Context: an optimization exercise on an open-source flow, tuned for small area, a short achievable clock period and few clock cycles. The choices shown serve that exercise and are no tape-out recipe.
At most, simulation tests tie the RTL to the original design; equivalence was not proved.
Power figures rest on the tool's default switching activity, not on a simulated workload.

// matmul
module matmul
#(
    parameter DIM_BITS = 16,
    parameter MEM_AW = 16,
    parameter MEM_DW = 32,
    parameter PREC = 16)
(
    input [MEM_AW-1:0] aBASE,
    input [DIM_BITS-1:0] aCOLS,
    input [DIM_BITS-1:0] aROWS,
    input [DIM_BITS-1:0] aSTRIDE,
    input [MEM_AW-1:0] bBASE,
    input [DIM_BITS-1:0] bCOLS,
    input [DIM_BITS-1:0] bSTRIDE,
    input [MEM_AW-1:0] cBASE,
    input [DIM_BITS-1:0] cSTRIDE,
    input clk,
    input go,
    input [MEM_DW-1:0] mem_rdata,
    input rst_n,
    output reg [MEM_AW-1:0] mem_addr,
    output reg mem_req,
    output [MEM_DW-1:0] mem_wdata,
    output reg mem_write,
    output reg ret
);
clock: 10.0 ns
lec_check: 0
abc_clock_period_in_ps: 3000
cap_margin: 20
core_margin: 2
core_utilization: 40
place_density: 0.6
slew_margin: 20
standard.sh (not shown) runs the stock make flow with config.mk's settings and CLKGATE_MAP_FILE= SYNTH_SCRIPT=/design/flow/synth_recipe.tcl, a recipe that flattens the netlist after the stock synthesis.
==> flow/flow/run.sh <==
#!/bin/bash
# The standard layout, with two changes to how it is made (the SDC and its
# 10 ns clock are unchanged): port buffers use the small buf_1 cell instead of
# the default delay buffer, and repair_timing aims for a larger setup margin.
set -euo pipefail
bash standard.sh 'BUFFER_PORTS_ARGS=-buffer_cell sky130_fd_sc_hd__buf_1' SETUP_SLACK_MARGIN=7 finish > standard_make.log 2>&1
Edit:
--- a/flow/design.v
+++ b/flow/design.v
@@ -38,22 +38,22 @@
 reg       gcnt;         
 reg       kfirst;       
 reg       wpend;        
 reg       zero;         
 reg       shortk;       
 reg       w_r1, w_c1;   
 reg       w_nrow;       
 reg       w_done;       
 reg [15:0] krem, jrem, irem;
 reg [15:0] a_row, a_ptr, b_col, b_ptr, c_row, c_ptr;
+reg [15:0] a_s, b_s, c_s;   
 reg        klast, jlast, ilast, r1, c1;   
-reg        bend;         
 reg       q_v, d1_v, d2_v;
 reg       q_f, d1_f, d2_f;
 reg [1:0] q_k, d1_k, d2_k;
 wire arr_a0 = d2_v & (d2_k == K_A0);
 wire arr_b0 = d2_v & (d2_k == K_B0);
 wire arr_b1 = d2_v & (d2_k == K_B1);
 wire arr_a1 = d2_v & (d2_k == K_A1);
 reg [15:0] ha0, hb0, hb1;
 reg [15:0] xr;
 reg [8:0] y_one, y_two, y_neg;    
@@ -61,22 +61,22 @@
 wire [8:0] ysrc_one, ysrc_two, ysrc_neg;
 matmul_booth_enc u_enc (.y(ysrc), .one(ysrc_one), .two(ysrc_two), .neg(ysrc_neg));
 reg m_v, m_f, pend;
 reg [31:0] ps, pc;       
 wire [31:0] ms, mc;
 matmul_csmul u_mul (.x(xr), .yone(y_one), .ytwo(y_two), .yneg(y_neg), .s(ms), .c(mc));
 wire [31:0] acc_s = acc0 ^ ps ^ pc;
 wire [31:0] acc_c = ((acc0 & ps) | (acc0 & pc) | (ps & pc));
 reg [31:0] acc0, acc1, acc2, acc3;
 assign mem_wdata = acc3;
-wire [15:0] a_step2 = {aSTRIDE[14:0], 1'b0};
-wire [15:0] c_step2 = {cSTRIDE[14:0], 1'b0};
+wire [15:0] a_step2 = {a_s[14:0], 1'b0};
+wire [15:0] c_step2 = {c_s[14:0], 1'b0};
 reg [2:0]  st_n;
 reg [1:0]  ph_n, q_k_n;
 reg        mem_req_n, ret_n, q_v_n, q_f_n, mem_write_n;
 reg        gcnt_n, kfirst_n, wpend_n, zero_n, shortk_n;
 reg        w_r1_n, w_c1_n, w_nrow_n, w_done_n;
 reg [15:0] mem_addr_n, krem_n, jrem_n, irem_n;
 reg [15:0] a_row_n, a_ptr_n, b_col_n, b_ptr_n, c_row_n, c_ptr_n;
 always @* begin
     st_n = st;
     ph_n = ph;
@@ -158,27 +158,27 @@
                         st_n = S_WR;
                         ph_n = 2'd0;
                         wpend_n = 1'b0;
                     end
                 end
                 2'd2: begin
                     mem_addr_n = b_ptr + 16'd1;
                     ph_n = 2'd3;
                 end
                 2'd3: begin
-                    mem_addr_n = a_ptr + aSTRIDE;
+                    mem_addr_n = a_ptr + a_s;
                     ph_n = 2'd0;
-                    if (!bend) begin
+                    if (!klast) begin
                         krem_n = krem - 16'd1;
                         kfirst_n = 1'b0;
                         a_ptr_n = a_ptr + 16'd1;
-                        b_ptr_n = b_ptr + bSTRIDE;
+                        b_ptr_n = b_ptr + b_s;
                     end
                     else begin
                         kfirst_n = 1'b1;
                         krem_n = aCOLS;
                         w_r1_n = r1;
                         w_c1_n = c1;
                         w_nrow_n = jlast;
                         w_done_n = jlast & ilast;
                         if (!jlast) begin
                             a_ptr_n = a_row;
@@ -219,21 +219,21 @@
                     mem_addr_n = c_ptr;
                     mem_req_n = 1'b1;
                     ph_n = 2'd1;
                 end
                 2'd1: begin
                     mem_addr_n = c_ptr + 16'd1;
                     mem_req_n = ~w_c1;
                     ph_n = 2'd2;
                 end
                 2'd2: begin
-                    mem_addr_n = c_ptr + cSTRIDE;
+                    mem_addr_n = c_ptr + c_s;
                     mem_req_n = ~w_r1;
                     ph_n = 2'd3;
                 end
                 2'd3: begin
                     mem_addr_n = mem_addr + 16'd1;
                     mem_req_n = ~w_r1 & ~w_c1;
                     if (w_nrow) begin
                         c_row_n = c_row + c_step2;
                         c_ptr_n = c_row + c_step2;
                     end
@@ -269,22 +269,26 @@
         mem_req <= mem_req_n;
         ret <= ret_n;
         q_v <= q_v_n;
         d1_v <= q_v;
         d2_v <= d1_v;
         m_v <= pend | (d2_v && d2_k != K_A0);
         pend <= ~pend & d2_v & (d2_k == K_A1);
     end
 end
 always @(posedge clk) begin
+    if (st == S_INIT) begin
+        a_s <= aSTRIDE;
+        b_s <= bSTRIDE;
+        c_s <= cSTRIDE;
+    end
     klast <= (krem[15:1] == 15'd0);
-    bend <= (st == S_RD) && (ph == 2'd2) && klast;
     jlast <= (jrem[15:2] == 14'd0) && (jrem[1:0] != 2'd3);
     ilast <= (irem[15:2] == 14'd0) && (irem[1:0] != 2'd3);
     r1 <= (irem[15:1] == 15'd0);
     c1 <= (jrem[15:1] == 15'd0);
     ph <= ph_n;
     gcnt <= gcnt_n;
     kfirst <= kfirst_n;
     wpend <= wpend_n;
     zero <= zero_n;
     shortk <= shortk_n;
Maximum frequency went up by about a fifth; power is higher by well over a third; routed wire length went down by a few percent; register-to-register slack is better by 0.49 ns; final area shrinks slightly; global-route usage went down by 2.1 points; die area is higher by a few percent; clock-buffer cell count went up by 1; cell count came out lower slightly; via count drops by a few percent; setup slack improved by 0.56 ns; synthesized area rose by a few percent; critical path depth drops by 9.
Testbench counts after the change, summed over its fixed seeds: cycles 52,372.
No functional check of the RTL was part of the first run of this note.

-- what the ideal ports hide --
In the flow no input, the clock included, has a driving cell. The finished layouts below were timed again as built, in two steps. Step 1 sets driving cells, clkbuf_16 on the clock port and buf_2 on the other inputs (assumed; they add their load-dependent delay and slew). Step 2 adds t to the input delays and takes it off the output delays; t is the mean of the earliest and latest rising clock arrival at the registers after step 1. Input paths then give back, and output paths get back, about the clock's delay inside the block. a / b / c = no drivers / after step 1 / after step 2; a / b = the first two.
run | t (ns) | setup slack, ns | hold slack, ns
the first run | 0.690 | 6.224 / 6.254 / 5.564 | 0.286 / 0.286 / 0.286
the second run | 0.700 | 6.784 / 6.722 / 6.295 | 0.285 / 0.285 / 0.285
After both steps every run listed still meets setup and hold. For the first run, which loses most, drivers alone change the setup slack by +0.030 ns; drivers and shift together by -0.660 ns.
